This design comes from an exercise in tuning for small area on the open sky130 flow, not from production work. Only simulation tests tie the RTL to the original design; equivalence was not proved. No driver is modelled on the clock port, so clocking that relies on it looks cheaper here than on a real chip. Power is estimated from default activity; no workload was simulated.

Setup of build 11:
## topLevel
module topLevel (input start, stop, clr, countDown, timeSet, lap, clk, reset,
                 output [3:0] an, output [0:6] seg, output dp, output [2:0] stateOut);
Size in the first run: ~54 flip-flops, about 23 I/O pins, roughly 2400 sq um of cells after synthesis.
clock: 6.0 ns
lec_check: 0
cap_margin: 20
core_margin: 2
core_utilization: 60
slew_margin: 20
standard.sh (not shown) runs the stock make flow with config.mk's settings and CLKGATE_MAP_FILE= SYNTH_SCRIPT=/design/flow/synth_recipe.tcl, a recipe that flattens the netlist after the stock synthesis.
==> flow/flow/run.sh <==
#!/bin/bash
# The standard layout with these changes:
# - synthesis maps the logic with abc (no adder cells): each script flow/abc_*.abc is tried
#   in a synthesis of its own (try_*/, logs in try_*.log), and the layout uses the script
#   whose netlist has the smallest cell area;
# - ports get buf_1 buffers;
# - the clock port drives three clkbuf_8 buffers, each feeding a group of nearby
#   registers (flow/pre_cts.tcl).
set -euo pipefail
W=$(pwd)
COMMON=(ADDER_MAP_FILE= "BUFFER_PORTS_ARGS=-buffer_cell sky130_fd_sc_hd__buf_1"
  PRE_CTS_TCL=$W/flow/pre_cts.tcl ONE_CLKBUF=sky130_fd_sc_hd__clkbuf_8 ONE_CLKBUF_N=3)
for s in $W/flow/abc_*.abc; do
  n=$(basename $s .abc)
  bash standard.sh SYNTH_SCRIPT=$W/flow/synth.tcl "AREA_ABC_SCRIPTS=$s" "${COMMON[@]}" \
    WORK_HOME=$W/try_$n synth > $W/try_$n.log 2>&1 &
  while [ $(jobs -rp | wc -l) -ge ${NUM_CORES:-4} ]; do sleep 1; done
done
wait
best=""
best_area=""
for s in $W/flow/abc_*.abc; do
  n=$(basename $s .abc)
  f=$W/try_$n/reports/sky130hd/topLevel/base/synth_stat.txt
  [ -f $f ] || continue
  a=$(grep -m1 "Chip area" $f | awk '{print $NF}')
  echo "$n: $a" >> $W/synth_choice.log
  if [ -z "$best" ] || awk -v a=$a -v b=$best_area 'BEGIN{exit !(a < b)}'; then
    best=$s
    best_area=$a
  fi
done
echo "kept $best ($best_area)" >> $W/synth_choice.log
bash standard.sh SYNTH_SCRIPT=$W/flow/synth.tcl "AREA_ABC_SCRIPTS=$best" "${COMMON[@]}" \
  finish > $W/standard.log 2>&1
==> flow/flow/abc_s0e.abc <==
strash
&get -n
&st
&deepsyn -I 10 -J 100 -S 0
&dch -f
&nf -R 1000 -p -E 100
&put
==> flow/flow/abc_s0p.abc <==
strash
&get -n
&st
&deepsyn -I 10 -J 100 -S 0
&dch -f
&nf -R 1000 -p
&put
==> flow/flow/abc_s3e.abc <==
strash
&get -n
&st
&deepsyn -I 10 -J 100 -S 3
&dch -f
&nf -R 1000 -p -E 100
&put
==> flow/flow/abc_s3p.abc <==
strash
&get -n
&st
&deepsyn -I 10 -J 100 -S 3
&dch -f
&nf -R 1000 -p
&put
==> flow/flow/abc_s5e.abc <==
strash
&get -n
&st
&deepsyn -I 10 -J 100 -S 5
&dch -f
&nf -R 1000 -p -E 100
&put
==> flow/flow/abc_s5p.abc <==
strash
&get -n
&st
&deepsyn -I 10 -J 100 -S 5
&dch -f
&nf -R 1000 -p
&put
==> flow/flow/abc_s7e.abc <==
strash
&get -n
&st
&deepsyn -I 10 -J 100 -S 7
&dch -f
&nf -R 1000 -p -E 100
&put
==> flow/flow/abc_s7p.abc <==
strash
&get -n
&st
&deepsyn -I 10 -J 100 -S 7
&dch -f
&nf -R 1000 -p
&put
==> flow/flow/pre_cts.tcl <==
# Clock tree: the clock port drives ONE_CLKBUF_N buffers (ONE_CLKBUF), each placed at the
# centroid of a group of registers found by k-means on their locations.
set block [ord::get_db_block]
set clknet [$block findNet clk]
set master [[ord::get_db] findMaster $::env(ONE_CLKBUF)]
set k $::env(ONE_CLKBUF_N)
set sinks {}
set xs {}
set ys {}
foreach it [$clknet getITerms] {
  set b [[$it getInst] getBBox]
  lappend sinks $it
  lappend xs [expr {([$b xMin] + [$b xMax]) / 2.0}]
  lappend ys [expr {([$b yMin] + [$b yMax]) / 2.0}]
}
set n [llength $sinks]
# start the centres on sinks spread through the list sorted by y then x
set order [lsort -integer -indices [lmap x $xs y $ys {expr {int($y) * 100000 + int($x)}}]]
set cx {}
set cy {}
for {set j 0} {$j < $k} {incr j} {
  set i [lindex $order [expr {int(($j + 0.5) * $n / $k)}]]
  lappend cx [lindex $xs $i]
  lappend cy [lindex $ys $i]
}
set cap [expr {int(ceil(double($n) / $k))}]
for {set iter 0} {$iter < 50} {incr iter} {
  # balanced assignment: each sink goes to the nearest centre that still has room,
  # taking sinks in order of how much they prefer their best centre
  set cnt [lrepeat $k 0]
  set asg [lrepeat $n -1]
  set pairs {}
  for {set i 0} {$i < $n} {incr i} {
    for {set j 0} {$j < $k} {incr j} {
      set d [expr {abs([lindex $xs $i] - [lindex $cx $j]) + abs([lindex $ys $i] - [lindex $cy $j])}]
      lappend pairs [list $d $i $j]
    }
  }
  foreach p [lsort -real -index 0 $pairs] {
    lassign $p d i j
    if { [lindex $asg $i] >= 0 || [lindex $cnt $j] >= $cap } { continue }
    lset asg $i $j
    lset cnt $j [expr {[lindex $cnt $j] + 1}]
  }
  set nx [lrepeat $k 0.0]
  set ny [lrepeat $k 0.0]
  for {set i 0} {$i < $n} {incr i} {
    set j [lindex $asg $i]
    lset nx $j [expr {[lindex $nx $j] + [lindex $xs $i]}]
    lset ny $j [expr {[lindex $ny $j] + [lindex $ys $i]}]
  }
  for {set j 0} {$j < $k} {incr j} {
    if { [lindex $cnt $j] > 0 } {
      lset cx $j [expr {[lindex $nx $j] / [lindex $cnt $j]}]
      lset cy $j [expr {[lindex $ny $j] / [lindex $cnt $j]}]
    }
  }
}
for {set j 0} {$j < $k} {incr j} {
  set inst [odb::dbInst_create $block $master clkbuf_leaf_$j]
  set net [odb::dbNet_create $block clknet_leaf_$j]
  $net setSigType CLOCK
  [$inst findITerm A] connect $clknet
  [$inst findITerm X] connect $net
  $inst setLocation [expr {int([lindex $cx $j])}] [expr {int([lindex $cy $j])}]
  $inst setPlacementStatus PLACED
  set nets($j) $net
}
for {set i 0} {$i < $n} {incr i} {
  set it [lindex $sinks $i]
  $it disconnect
  $it connect $nets([lindex $asg $i])
}
puts "clock: $k [$master getName] buffers, sinks per buffer: $cnt"
# The clock port now drives only the buffers above; point CTS at a net with a single
# sink so that it builds nothing.
foreach net [$block getNets] {
  if { [$net getSigType] ne "SIGNAL" || [llength [$net getBTerms]] > 0 } { continue }
  if { [llength [$net getITerms]] == 2 } {
    set ::env(CTS_ARGS) "-clk_nets [$net getName]"
    break
  }
}
puts "CTS_ARGS: $::env(CTS_ARGS)"
==> flow/flow/synth.tcl <==
# synth_recipe.tcl with one change: abc maps the logic with each script in AREA_ABC_SCRIPTS
# (in flow/) and keeps the smallest result.
proc synth {args} { yosys synth -nofsm -noshare {*}$args }
proc abc {args} {
  set i [lsearch $args -script]
  set lib [lindex $args [expr {[lsearch $args -liberty] + 1}]]
  yosys design -save pre_abc
  set best_area 1e18
  set best ""
  foreach script $::env(AREA_ABC_SCRIPTS) {
    yosys design -load pre_abc
    lset args [expr {$i + 1}] $script
    yosys abc {*}$args
    yosys tee -q -o $::env(OBJECTS_DIR)/abc_area.txt stat -liberty $lib
    set f [open $::env(OBJECTS_DIR)/abc_area.txt]
    set txt [read $f]
    close $f
    regexp {Chip area for module[^:]*:\s*([0-9.]+)} $txt -> area
    puts "abc script $script: area $area"
    if { $area < $best_area } {
      set best_area $area
      set best $script
      yosys design -save best_abc
    }
  }
  yosys design -load best_abc
  puts "abc: kept $best (area $best_area)"
}
source $::env(SCRIPTS_DIR)/synth.tcl
# left out here: clear keep_hierarchy, flatten, clean up, hide names made inside functions, write 1_2_yosys.v
Input changes introduced in build 80 (baseline for comparison: build 11):
Settings: an added GPL_TIMING_DRIVEN of 0.
diff --git a/flow/flow/run.sh b/flow/flow/run.sh
--- a/flow/flow/run.sh
+++ b/flow/flow/run.sh
@@ -12 +12 @@
-  PRE_CTS_TCL=$W/flow/pre_cts.tcl ONE_CLKBUF=sky130_fd_sc_hd__clkbuf_8 ONE_CLKBUF_N=3)
+  PRE_GLOBAL_PLACE_TCL=$W/flow/pre_place.tcl PRE_CTS_TCL=$W/flow/pre_cts.tcl ONE_CLKBUF=sky130_fd_sc_hd__clkbuf_8 ONE_CLKBUF_N=3)
==> flow/flow/abc_e3.abc (new file) <==
strash
&get -n
&st
&deepsyn -I 10 -J 100
&dch -f
&nf -R 1000 -p -E 100
&put
==> flow/flow/pre_place.tcl (new file) <==
# Placement is not timing-driven here, so remove the synthesis buffers as timing-driven
# placement would.
remove_buffers
removed: flow/flow/abc_s0e.abc
removed: flow/flow/abc_s0p.abc
removed: flow/flow/abc_s3e.abc
removed: flow/flow/abc_s3p.abc
removed: flow/flow/abc_s5e.abc
removed: flow/flow/abc_s5p.abc
removed: flow/flow/abc_s7e.abc
removed: flow/flow/abc_s7p.abc
### Flow results
Between build 11 and build 80, the register clock-pin slew on the reported worst setup and hold paths figures differ only marginally. Relative to build 11, post-route clock skew decreased by 0.0064 ns in build 80. Build 11 → build 80: share of cells above drive strength 1 saw a decrease; placement-stage cell area roughly the same. Build 80 gives more global-route track usage on met2 than build 11 did. Fmax of build 80 falls short of that of build 11 by more than 10%. Combinational cell fraction of total power essentially unchanged between build 80 and build 11. Build 80 vs. build 11: number of vias in the routed layout down 51, worst setup slack lost 0.49 ns. Between build 80 and build 11, the proportion of cell area occupied by multi-input gates figures differ only marginally. Relative to build 11, part of the power in the clock network decreased by 0.4 points in build 80.
Here is what was changed in the inputs of build 49 compared with build 80.
==> flow/flow/run.sh <==
#!/bin/bash
# The standard layout with these changes:
# - synthesis maps the logic with the area-oriented abc script flow/area.abc and uses no
#   adder cells (flow/synth.tcl is synth_recipe.tcl with abc pointed at that script);
# - ports get buf_1 buffers;
# - placement is not timing-driven; the synthesis buffers are removed before it
#   (flow/pre_place.tcl), as timing-driven placement would;
# - the clock port drives three buf_6 buffers, each feeding a group of nearby
#   registers (flow/pre_cts.tcl).
set -euo pipefail
W=$(pwd)
bash standard.sh SYNTH_SCRIPT=$W/flow/synth.tcl AREA_ABC_SCRIPTS=$W/flow/area.abc ADDER_MAP_FILE= \
  "BUFFER_PORTS_ARGS=-buffer_cell sky130_fd_sc_hd__buf_1" \
  PRE_GLOBAL_PLACE_TCL=$W/flow/pre_place.tcl \
  PRE_CTS_TCL=$W/flow/pre_cts.tcl ONE_CLKBUF=sky130_fd_sc_hd__buf_6 ONE_CLKBUF_N=3 \
  finish > $W/standard.log 2>&1
==> flow/flow/area.abc (new file) <==
strash
&get -n
&st
&deepsyn -I 10 -J 100
&dch -f
&nf -R 1000 -p -E 100
&put
removed: flow/flow/abc_e3.abc
## What came out
Looking at build 80 and build 49, the largest clock skew in the final design is a wash. | post-cts resize count | build 80 vs build 49 | ≈ equal |. Build 80 and build 49 ended up with nearly the same clock slew at the register clock pins of the worst setup and hold paths. Final worst slack ends up lower on build 49. Of build 80 and build 49, build 49 shows the lower power, with build 80 above it. Looking at build 80 and build 49, the via count is a wash. Taking build 80 as the reference, in build 49 remaining number of nets flagged by the antenna check after routing was more or less identical, share of power burned in the clock network decreased by 0.7 points relative to the old numbers, peak supply drop now larger. Taking build 80 as the reference, in build 49 synthesis-to-finish area growth lost 0.32 points; utilization went down.
#### Input delta (build 18 over build 49)
Settings: swapping 20 for 0 in CAP_MARGIN; clearing GPL_TIMING_DRIVEN, which used to be 0; swapping 20 for 0 in SLEW_MARGIN.
==> flow/flow/run.sh <==
#!/bin/bash
# The standard layout with these changes:
# - synthesis maps the logic with abc (no adder cells): each script flow/abc_*.abc is tried
#   in a synthesis of its own (try_*/, logs in try_*.log), and the layout uses the script
#   whose netlist has the smallest cell area;
# - ports get buf_1 buffers;
# - the clock port drives three clkbuf_8 buffers, each feeding a group of nearby
#   registers (flow/pre_cts.tcl).
set -euo pipefail
W=$(pwd)
COMMON=(ADDER_MAP_FILE= "BUFFER_PORTS_ARGS=-buffer_cell sky130_fd_sc_hd__buf_1"
  PRE_CTS_TCL=$W/flow/pre_cts.tcl ONE_CLKBUF=sky130_fd_sc_hd__clkbuf_8 ONE_CLKBUF_N=3)
for s in $W/flow/abc_*.abc; do
  n=$(basename $s .abc)
  bash standard.sh SYNTH_SCRIPT=$W/flow/synth.tcl "AREA_ABC_SCRIPTS=$s" "${COMMON[@]}" \
    WORK_HOME=$W/try_$n synth > $W/try_$n.log 2>&1 &
  while [ $(jobs -rp | wc -l) -ge ${NUM_CORES:-4} ]; do sleep 1; done
done
wait
best=""
best_area=""
for s in $W/flow/abc_*.abc; do
  n=$(basename $s .abc)
  f=$W/try_$n/reports/sky130hd/topLevel/base/synth_stat.txt
  [ -f $f ] || continue
  a=$(grep -m1 "Chip area" $f | awk '{print $NF}')
  echo "$n: $a" >> $W/synth_choice.log
  if [ -z "$best" ] || awk -v a=$a -v b=$best_area 'BEGIN{exit !(a < b)}'; then
    best=$s
    best_area=$a
  fi
done
echo "kept $best ($best_area)" >> $W/synth_choice.log
bash standard.sh SYNTH_SCRIPT=$W/flow/synth.tcl "AREA_ABC_SCRIPTS=$best" "${COMMON[@]}" \
  finish > $W/standard.log 2>&1
==> flow/flow/abc_e3.abc (new file) <==
strash
&get -n
&st
&deepsyn -I 10 -J 100
&dch -f
&nf -R 1000 -p -E 100
&put
removed: flow/flow/area.abc
removed: flow/flow/pre_place.tcl
Findings:
Build 18: full flow OK, the timing, design-rule and antenna checks passed
Compared with build 49, in build 18 period utilization now smaller; wire length now smaller; sum of met2 wire segment lengths after detailed routing now smaller; total power draw now larger; post-route standard cell area excluding fillers now larger.
Build 49 has a higher global-route wire length before repair than build 18.
Max-slew headroom at the worst pin (higher): build 18
Changes in build 19 relative to build 18:
Settings: CAP_MARGIN changed from 0 to 20; SLEW_MARGIN changed from 0 to 20; GPL_TIMING_DRIVEN newly set to 0.
==> flow/flow/run.sh <==
#!/bin/bash
# The standard layout with these changes:
# - synthesis maps the logic with the area-oriented abc script flow/area.abc and uses no
#   adder cells (flow/synth.tcl is synth_recipe.tcl with abc pointed at that script);
# - ports get buf_1 buffers;
# - placement is not timing-driven; the synthesis buffers are removed before it
#   (flow/pre_place.tcl), as timing-driven placement would;
# - the clock port drives three clkbuf_8 buffers, each feeding a group of nearby
#   registers (flow/pre_cts.tcl).
set -euo pipefail
W=$(pwd)
bash standard.sh SYNTH_SCRIPT=$W/flow/synth.tcl AREA_ABC_SCRIPTS=$W/flow/area.abc ADDER_MAP_FILE= \
  "BUFFER_PORTS_ARGS=-buffer_cell sky130_fd_sc_hd__buf_1" \
  PRE_GLOBAL_PLACE_TCL=$W/flow/pre_place.tcl \
  PRE_CTS_TCL=$W/flow/pre_cts.tcl ONE_CLKBUF=sky130_fd_sc_hd__clkbuf_8 ONE_CLKBUF_N=3 \
  finish > $W/standard.log 2>&1
==> flow/flow/area.abc (new file) <==
strash
&get -n
&st
&deepsyn -I 10 -J 100
&dch -f
&nf -R 1000 -p -E 100
&put
==> flow/flow/pre_place.tcl (new file) <==
# Placement is not timing-driven here, so remove the synthesis buffers as timing-driven
# placement would.
remove_buffers
removed: flow/flow/abc_e3.abc
Looking at the reports, build 19 completed the entire flow and the layout it produced met the timing, design-rule and antenna checks.
| area growth from synthesis to final layout | higher: build 18 |
Upper clock frequency limit on build 19 is down relative to build 18.
As far as sequential share of layout area is concerned, build 19 and build 18 perform about the same.
Run comparison: build 18 type of the worst setup path reg2out; build 19 type of the worst setup path in2reg
On design area, build 18 tracks build 19 almost exactly.

separate check: timing with driven ports:
The flow's constraints put no driver on any port. The routed layouts listed below were extracted and timed again, unchanged, in two steps.
Step 1 sets driving cells, clkbuf_16 on the clock port and buf_2 on the other inputs (assumed; they add their load-dependent delay and slew).
Step 2 also shifts input and output timing later by t, the mid clock arrival at the registers, as if the neighbouring blocks saw the same clock.
Three values: ideal, step 1, step 2; two values: the first two.
run	shift t [ns]	slack for setup (ns)	latest minus earliest clock arrival (ns)	pins driven straight from the clock port
build 11	0.203	2.401 / 2.359 / 2.308	0.010 / 0.010	3
build 80	0.200	1.907 / 1.926 / 1.726	0.004 / 0.004	3
build 49	0.180	1.887 / 1.909 / 1.729	0.005 / 0.004	3
build 18	0.203	2.401 / 2.359 / 2.308	0.010 / 0.010	3
build 19	0.200	1.907 / 1.926 / 1.726	0.004 / 0.004	3
After both steps setup and hold are still met in every run listed.
